Source: an optimization exercise on an open RTL-to-GDS flow (aim: small area, a short achievable clock period and few clock cycles). Production flows keep margins and buffers that such runs may drop.
At most, simulation tests tie the RTL to the original design; equivalence was not proved.
Power figures rest on the tool's default switching activity, not on a simulated workload.

v30:
==> module dmc_top, before the edit <==
module dmc_top (
    input         clk_i,
    input         rst_n_i,
    input         start_i,
    input         read_i,
    input         write_i,
    input  [31:0] address_i,
    input  [31:0] data_i,
    output [31:0] data_o,
    output        ready_o,
    output        mem_read_o,
    output        mem_write_o,
    output [31:0] mem_address_o,
    output [31:0] mem_data_o,
    input  [31:0] mem_data_i
);
reg [31:0]  store [0:15];      
reg [27:0]  tag   [0:3];
reg [3:0]   pres  [0:3];       
reg [3:0]   dirty;
reg        busy;               
reg        rdy;                
reg        mrd;                
reg [31:0] dreg;               
reg [31:0] wdat;               
reg        byp;                
reg        pw_v;
reg [3:0]  pw_a;               
reg        pw_mem;             
reg [27:0] vtag;               
reg [3:0]  ra_a;               
reg [3:0]  mm;                 
reg [3:0]  av;                 
reg [1:0]  wp;                 
reg [15:0] wsel;               
reg [31:0] mdo;                
reg        ord, owr;           
reg [1:0]  oj;                 
wire [1:0]  idx = address_i[3:2];
wire [1:0]  off = address_i[1:0];
wire [27:0] tg  = address_i[31:4];
wire        req = rdy && start_i && (read_i || write_i);
wire        rd  = read_i;
wire        wr  = !read_i;
wire [3:0]  match;
wire [15:0] asel;
wire [15:0] sel;
genvar g;
generate
    for (g = 0; g < 4; g = g + 1) begin : cmp
        assign match[g] = (tag[g] == tg);
    end
    for (g = 0; g < 16; g = g + 1) begin : dec
        assign asel[g] = address_i[3:0] == g;
        assign sel[g]  = (rdy && asel[g]) || wsel[g];
    end
endgenerate
wire [3:0]  pi      = pres[idx];
wire        valid   = |pi;
wire        thit    = valid && match[idx];
wire        dm      = valid && !match[idx] && dirty[idx];
wire        present = thit && pi[off];
wire [31:0] wbus = pw_mem ? mem_data_i : wdat;
reg  [31:0] rword;
integer k;
always @(*) begin
    rword = 32'd0;
    for (k = 0; k < 16; k = k + 1)
        rword = rword | ({32{sel[k]}} & store[k]);
end
wire        rfwd   = pw_v && (pw_a == address_i[3:0]);
wire        mfwd   = pw_v && (pw_a == {ra_a[3:2], wp});
wire [3:0]  mi     = ~pi;
wire [1:0]  mij    = mi[0] ? 2'd0 : mi[1] ? 2'd1 : mi[2] ? 2'd2 : 2'd3;
wire [1:0]  mmj    = mm[0] ? 2'd0 : mm[1] ? 2'd1 : mm[2] ? 2'd2 : 2'd3;
wire        wavail = av[wp] || (pw_v && pw_a[1:0] == wp);
wire        last   = owr && oj == 2'd3;
wire        issue_w = !last && mm == 4'd0 && wavail;
wire [1:0]  wp_n   = issue_w ? wp + 2'd1 : wp;
assign ready_o       = rdy;
assign data_o        = byp ? mem_data_i : dreg;
assign mem_read_o    = mrd;
assign mem_write_o   = owr;
assign mem_address_o = busy ? {vtag, ra_a[3:2], oj} : address_i;
assign mem_data_o    = mdo;
always @(posedge clk_i) begin
    if (pw_v)
        store[pw_a] <= wbus;
    if (req && rd)
        dreg <= rfwd ? wbus : rword;
    else if (byp)
        dreg <= mem_data_i;
    if (req && wr)
        wdat <= data_i;
    else if (busy && byp)
        wdat <= mem_data_i;
    mdo <= mfwd ? wbus : rword;
    byp  <= req && rd && !present;
    pw_v <= 1'b0;
    if (!busy) begin
        vtag <= tag[idx];
        ra_a <= address_i[3:0];
        av   <= pi;
        ord  <= mi != 4'd0;
        mrd  <= !(req && dm) || mi != 4'd0;
        owr  <= 1'b0;
        oj   <= mij;
        mm   <= mi & ~(4'd1 << mij);
        wp   <= 2'd0;
        wsel <= (req && dm) ? 16'd1 << {idx, 2'd0} : 16'd0;
    end
    if (req) begin
        tag[idx] <= tg;
        if (dm) begin
            busy <= 1'b1;
            rdy  <= 1'b0;
        end else begin
            pw_v   <= wr || !present;
            pw_a   <= address_i[3:0];
            pw_mem <= rd;
        end
        pres[idx]  <= (thit ? pi : 4'd0) | (4'd1 << off);
        dirty[idx] <= (thit && dirty[idx]) || wr;
    end
    if (busy) begin
        if (pw_v)
            av[pw_a[1:0]] <= 1'b1;
        if (ord) begin
            pw_v   <= 1'b1;
            pw_a   <= {ra_a[3:2], oj};
            pw_mem <= 1'b1;
        end
        wp   <= wp_n;
        wsel <= last ? 16'd0 : 16'd1 << {ra_a[3:2], wp_n};
        if (last) begin
            busy   <= 1'b0;
            rdy    <= 1'b1;
            mrd    <= 1'b1;
            ord    <= 1'b0;
            owr    <= 1'b0;
            pw_v   <= 1'b1;
            pw_a   <= ra_a;
            pw_mem <= 1'b0;
        end else if (mm != 4'd0) begin
            ord    <= 1'b1;
            mrd    <= 1'b1;
            owr    <= 1'b0;
            oj     <= mmj;
            mm     <= mm & ~(4'd1 << mmj);
        end else begin
            ord    <= 1'b0;
            mrd    <= 1'b0;
            owr    <= issue_w;
            oj     <= wp;
        end
    end
    if (!rst_n_i) begin
        busy <= 1'b0;
        rdy  <= 1'b1;
        mrd  <= 1'b1;
        byp  <= 1'b0;
        pw_v <= 1'b0;
        owr  <= 1'b0;
        wsel <= 16'd0;
        for (k = 0; k < 4; k = k + 1)
            pres[k] <= 4'd0;
    end
end
endmodule
Settings: LEC_CHECK=0, ABC_CLOCK_PERIOD_IN_PS=2500, CAP_MARGIN=20, CORE_MARGIN=2, CORE_UTILIZATION=40, SETUP_SLACK_MARGIN=2.0, SLEW_MARGIN=20; clock period 5.0 ns.
run.sh (not shown) runs the stock make flow with config.mk's settings and CLKGATE_MAP_FILE= SYNTH_SCRIPT=/design/flow/synth_recipe.tcl, a recipe that flattens the netlist after the stock synthesis.
Testbench counts of v30, summed over its fixed seeds: cycles 8,771.
Input changes introduced in v18 (baseline for comparison: v30):
--- a/flow/design.v
+++ b/flow/design.v
@@ -24,6 +24,7 @@
 reg [31:0] dreg;               
 reg [31:0] wdat;               
 reg        byp;                
+reg        nbyp;               
 reg        pw_v;
 reg [3:0]  pw_a;               
 reg        pw_mem;             
@@ -78,10 +79,10 @@
 wire        issue_w = !last && mm == 4'd0 && wavail;
 wire [1:0]  wp_n   = issue_w ? wp + 2'd1 : wp;
 assign ready_o       = rdy;
-assign data_o        = byp ? mem_data_i : dreg;
+assign data_o        = ({32{byp}} & mem_data_i) | ({32{nbyp}} & dreg);
 assign mem_read_o    = mrd;
 assign mem_write_o   = owr;
-assign mem_address_o = busy ? {vtag, ra_a[3:2], oj} : address_i;
+assign mem_address_o = ({32{rdy}} & address_i) | ({32{busy}} & {vtag, ra_a[3:2], oj});
 assign mem_data_o    = mdo;
 always @(posedge clk_i) begin
     if (pw_v)
@@ -96,6 +97,7 @@
         wdat <= mem_data_i;
     mdo <= mfwd ? wbus : rword;
     byp  <= req && rd && !present;
+    nbyp <= !(req && rd && !present);
     pw_v <= 1'b0;
     if (!busy) begin
         vtag <= tag[idx];
@@ -111,14 +113,13 @@
     end
     if (req) begin
         tag[idx] <= tg;
+        pw_a   <= address_i[3:0];
+        pw_mem <= rd;
         if (dm) begin
             busy <= 1'b1;
             rdy  <= 1'b0;
-        end else begin
-            pw_v   <= wr || !present;
-            pw_a   <= address_i[3:0];
-            pw_mem <= rd;
-        end
+        end else
+            pw_v <= wr || !present;
         pres[idx]  <= (thit ? pi : 4'd0) | (4'd1 << off);
         dirty[idx] <= (thit && dirty[idx]) || wr;
     end
@@ -159,6 +160,7 @@
         rdy  <= 1'b1;
         mrd  <= 1'b1;
         byp  <= 1'b0;
+        nbyp <= 1'b1;
         pw_v <= 1'b0;
         owr  <= 1'b0;
         wsel <= 16'd0;
==> comparison <==
v30 consumes less power than v18. When the final numbers for v18 and v30 were put side by side, the arrival time of the worst setup path turned out to be smaller in v18. Comparing v18 and v30, the higher met3 demand-to-capacity share in global routing was measured on v18. Between v30 and v18, the flow reports final area increasing slightly. Summary — number of cells after detailed placement, v18 relative to v30: higher, by 0.73%. Looking at start point of the critical path, the mem_data_i[25] result is from v18; the address_i[3] one comes from v30. met5 as the highest signal layer in the routed design was reported by v30, and met4 by v18.
Testbench counts of v18, summed over its fixed seeds: cycles 8,771.

old:
Another version of the RTL of dmc_top (not shown whole).
Size in the first run: ~800 flip-flops, about 200 I/O pins, about 31000 um^2 of cells after synthesis.
==> module dmc_top, before the edit <==
module dmc_top (
    input         clk_i,
    input         rst_n_i,
    input         start_i,
    input         read_i,
    input         write_i,
    input  [31:0] address_i,
    input  [31:0] data_i,
    output [31:0] data_o,
    output        ready_o,
    output        mem_read_o,
    output        mem_write_o,
    output [31:0] mem_address_o,
    output [31:0] mem_data_o,
    input  [31:0] mem_data_i
);
reg [31:0]  store [0:15];      
reg [27:0]  tag   [0:3];
reg [3:0]   pres  [0:3];       
reg [3:0]   dirty;
reg        busy;               
reg        rdy;                
reg        mrd;                
reg [31:0] dreg;               
reg [31:0] wdat;               
reg        byp;                
reg        nbyp;               
reg        pw_v;
reg [3:0]  pw_a;               
reg        pw_mem;             
reg        pw_dreg;            
reg [27:0] vtag;               
reg [3:0]  ra_a;               
reg        ra_rd;              
reg [3:0]  mm;                 
reg [3:0]  av;                 
reg [1:0]  wp;                 
reg [31:0] mdo;                
reg        owr;                
reg [1:0]  oj;                 
wire [1:0]  idx = address_i[3:2];
wire [1:0]  off = address_i[1:0];
wire [27:0] tg  = address_i[31:4];
wire        req = rdy && start_i && (read_i || write_i);
wire        rd  = read_i;
wire        wr  = !read_i;
wire [27:0] ti = tag[idx];
wire        tmatch = ti == tg;
wire [3:0]  match;
wire [15:0] asel;
wire [15:0] wsel;
wire [15:0] sel;
genvar g;
generate
    for (g = 0; g < 4; g = g + 1) begin : cmp
        assign match[g] = tmatch;    
    end
    for (g = 0; g < 16; g = g + 1) begin : dec
        assign asel[g] = address_i[3:0] == g;
        assign wsel[g] = busy && {ra_a[3:2], wp} == g;
        assign sel[g]  = (rdy && asel[g]) || wsel[g];
    end
endgenerate
wire [3:0]  lv, lh, ld, lp;
generate
    for (g = 0; g < 4; g = g + 1) begin : line_state
        assign lv[g] = |pres[g];
        assign lh[g] = lv[g] && match[g];
        assign ld[g] = lv[g] && !match[g] && dirty[g];
        assign lp[g] = lh[g] && pres[g][off];
    end
endgenerate
wire [3:0]  pi      = pres[idx];
wire        dm      = ld[idx];
wire        present = lp[idx];
wire [31:0] wbus = pw_mem ? mem_data_i : pw_dreg ? dreg : wdat;
reg  [31:0] rword;
integer k;
always @(*) begin
    rword = 32'd0;
    for (k = 0; k < 16; k = k + 1)
        rword = rword | ({32{sel[k]}} & store[k]);
end
wire        rfwd   = pw_v && (pw_a == address_i[3:0]);
wire        mfwd   = pw_v && (pw_a == {ra_a[3:2], wp});
wire [3:0]  mi     = ~pi;
wire [1:0]  mij    = mi[0] ? 2'd0 : mi[1] ? 2'd1 : mi[2] ? 2'd2 : 2'd3;
wire [1:0]  mmj    = mm[0] ? 2'd0 : mm[1] ? 2'd1 : mm[2] ? 2'd2 : 2'd3;
wire        wavail = av[wp] || (pw_v && pw_a[1:0] == wp);
wire        last   = owr && oj == 2'd3;
wire        issue_w = !last && mm == 4'd0 && wavail;
wire [1:0]  wp_n   = issue_w ? wp + 2'd1 : wp;
assign ready_o       = rdy;
assign data_o        = ({32{byp}} & mem_data_i) | ({32{nbyp}} & dreg);
assign mem_read_o    = (rdy && start_i && read_i) || mrd;
assign mem_write_o   = owr;
assign mem_address_o = ({32{rdy}} & address_i) | ({32{busy}} & {vtag, ra_a[3:2], oj});
assign mem_data_o    = mdo;
always @(posedge clk_i) begin
    if (pw_v)
        store[pw_a] <= wbus;
    if (req && rd)
        dreg <= rfwd ? wbus : rword;
    else if (byp)
        dreg <= mem_data_i;
    if (req && wr)
        wdat <= data_i;
    mdo <= mfwd ? wbus : rword;
    byp  <= req && rd && !present;
    nbyp <= !(req && rd && !present);
    pw_v <= 1'b0;
    if (!busy) begin
        vtag <= ti;
        ra_a <= address_i[3:0];
        ra_rd <= rd;
        av   <= pi;
        mrd  <= req && dm && mi != 4'd0;
        owr  <= 1'b0;
        oj   <= mij;
        mm   <= mi & ~(4'd1 << mij);
        wp   <= 2'd0;
    end
    if (req) begin
        tag[idx] <= tg;
        pw_a   <= address_i[3:0];
        pw_mem <= rd;
        pw_dreg <= 1'b0;
        if (dm) begin
            busy <= 1'b1;
            rdy  <= 1'b0;
        end else
            pw_v <= wr || !present;
        for (k = 0; k < 4; k = k + 1)
            if (idx == k) begin
                pres[k]  <= (lh[k] ? pres[k] : 4'd0) | (4'd1 << off);
                dirty[k] <= (lh[k] && dirty[k]) || wr;
            end
    end
    if (busy) begin
        if (pw_v)
            av[pw_a[1:0]] <= 1'b1;
        if (mrd) begin
            pw_v   <= 1'b1;
            pw_a   <= {ra_a[3:2], oj};
            pw_mem <= 1'b1;
        end
        wp   <= wp_n;
        if (last) begin
            busy   <= 1'b0;
            rdy    <= 1'b1;
            mrd    <= 1'b0;
            owr    <= 1'b0;
            pw_v   <= 1'b1;
            pw_a   <= ra_a;
            pw_mem <= 1'b0;
            pw_dreg <= ra_rd;
        end else if (mm != 4'd0) begin
            mrd    <= 1'b1;
            owr    <= 1'b0;
            oj     <= mmj;
            mm     <= mm & ~(4'd1 << mmj);
        end else begin
            mrd    <= 1'b0;
            owr    <= issue_w;
            oj     <= wp;
        end
    end
    if (!rst_n_i) begin
        busy <= 1'b0;
        rdy  <= 1'b1;
        mrd  <= 1'b0;
        byp  <= 1'b0;
        nbyp <= 1'b1;
        pw_v <= 1'b0;
        owr  <= 1'b0;
        for (k = 0; k < 4; k = k + 1)
            pres[k] <= 4'd0;
    end
end
endmodule
clock: 5.0 ns
lec_check: 0
cap_margin: 20
core_margin: 2
core_utilization: 40
cts_buf_list: sky130_fd_sc_hd__clkbuf_16
cts_cluster_diameter: 60
cts_cluster_size: 24
setup_slack_margin: 2.3
slew_margin: 20
standard.sh (not shown) runs the stock make flow with config.mk's settings and CLKGATE_MAP_FILE= SYNTH_SCRIPT=/design/flow/synth_recipe.tcl, a recipe that flattens the netlist after the stock synthesis.
==> flow/flow/run.sh <==
#!/bin/bash
# The standard layout, with the ports buffered by plain buffers instead of the
# delay cells buffer_ports picks by default.
set -euo pipefail
export BUFFER_PORTS_ARGS="-buffer_cell sky130_fd_sc_hd__buf_4"
bash standard.sh > standard.log 2>&1
diff inputs: old => new
-- flow/design.v --
<<< old, line 45
wire        rd  = read_i;
wire        wr  = !read_i;
wire [27:0] ti = tag[idx];
wire        tmatch = ti == tg;
wire [3:0]  match;
wire [15:0] asel;
>>> new, line 45
wire        rd  = read_i;
wire        wr  = !read_i;
wire [3:0]  match;
wire [15:0] asel;
<<< old, line 54
generate
    for (g = 0; g < 4; g = g + 1) begin : cmp
        assign match[g] = tmatch;    
    end
    for (g = 0; g < 16; g = g + 1) begin : dec
>>> new, line 52
generate
    for (g = 0; g < 4; g = g + 1) begin : cmp
        assign match[g] = (tag[g] == tg);
    end
    for (g = 0; g < 16; g = g + 1) begin : dec
<<< old, line 111
    pw_v <= 1'b0;
    if (!busy) begin
        vtag <= ti;
        ra_a <= address_i[3:0];
        ra_rd <= rd;
>>> new, line 109
    pw_v <= 1'b0;
    if (!busy) begin
        vtag <= tag[idx];
        ra_a <= address_i[3:0];
        ra_rd <= rd;
[summary]
Looking at start point of the critical path, the rdy$_SDFF_PN1_ result is from old; the pw_a[2]$_DFF_P_ one comes from new.
| number of placed cells counting well taps | new vs old | about 3.6% higher |
Going from old to new, clock network fraction of design power +1.5 points, path depth of the worst reg2reg path lost 1, final area has increased, setup slack of the most critical reg-to-reg path went down by 0.12 ns.
Placer's final routability congestion estimate went up by a few percent going from old to new.
Total power after layout (new vs. old) increases slightly
Instance count on the critical path for new is lower than for old.
Taking old as the reference, in new global-route usage increased by 0.52 points relative to the old numbers; post-synthesis instance total increased by about 6.6% relative to the old numbers; met3 wire length climbed 38%.
On die area, old beats new.
Testbench counts of new, summed over its fixed seeds: cycles 8,771.
No functional check of the RTL was part of old.

[re-timing with driven ports]
The flow's constraints put no driver on any port. The routed layouts listed below were extracted and timed again, unchanged, in two steps. Step 1: set_driving_cell puts a clkbuf_16 on clk_i and a buf_2 on each other input, an assumption about the parent block. Step 2 also shifts input and output timing later by t, the mid clock arrival at the registers, as if the neighbouring blocks saw the same clock. Slacks: ideal ports / drivers / drivers and shift; pairs: ideal ports / drivers.
run | shift t [ns] | setup slack, ns | hold slack, ns | worst setup path at the end | worst register clock-pin slew, ns
v30 | 0.698 | 1.965 / 1.922 / 1.348 | 0.486 / 0.486 / 0.486 | input to register | 0.06 / 0.06
v18 | 0.691 | 2.021 / 1.958 / 1.388 | 0.482 / 0.482 / 0.482 | input to register | 0.07 / 0.07
old | 0.707 | 2.287 / 2.138 / 1.432 | 0.479 / 0.479 / 0.479 | input to register | 0.10 / 0.10
new | 0.706 | 2.213 / 2.213 / 1.663 | 0.482 / 0.478 / 0.482 | input to register | 0.09 / 0.09
After both steps setup and hold are still met in every run listed. For old, which loses most, drivers alone change the setup slack by -0.149 ns; drivers and shift together by -0.855 ns.
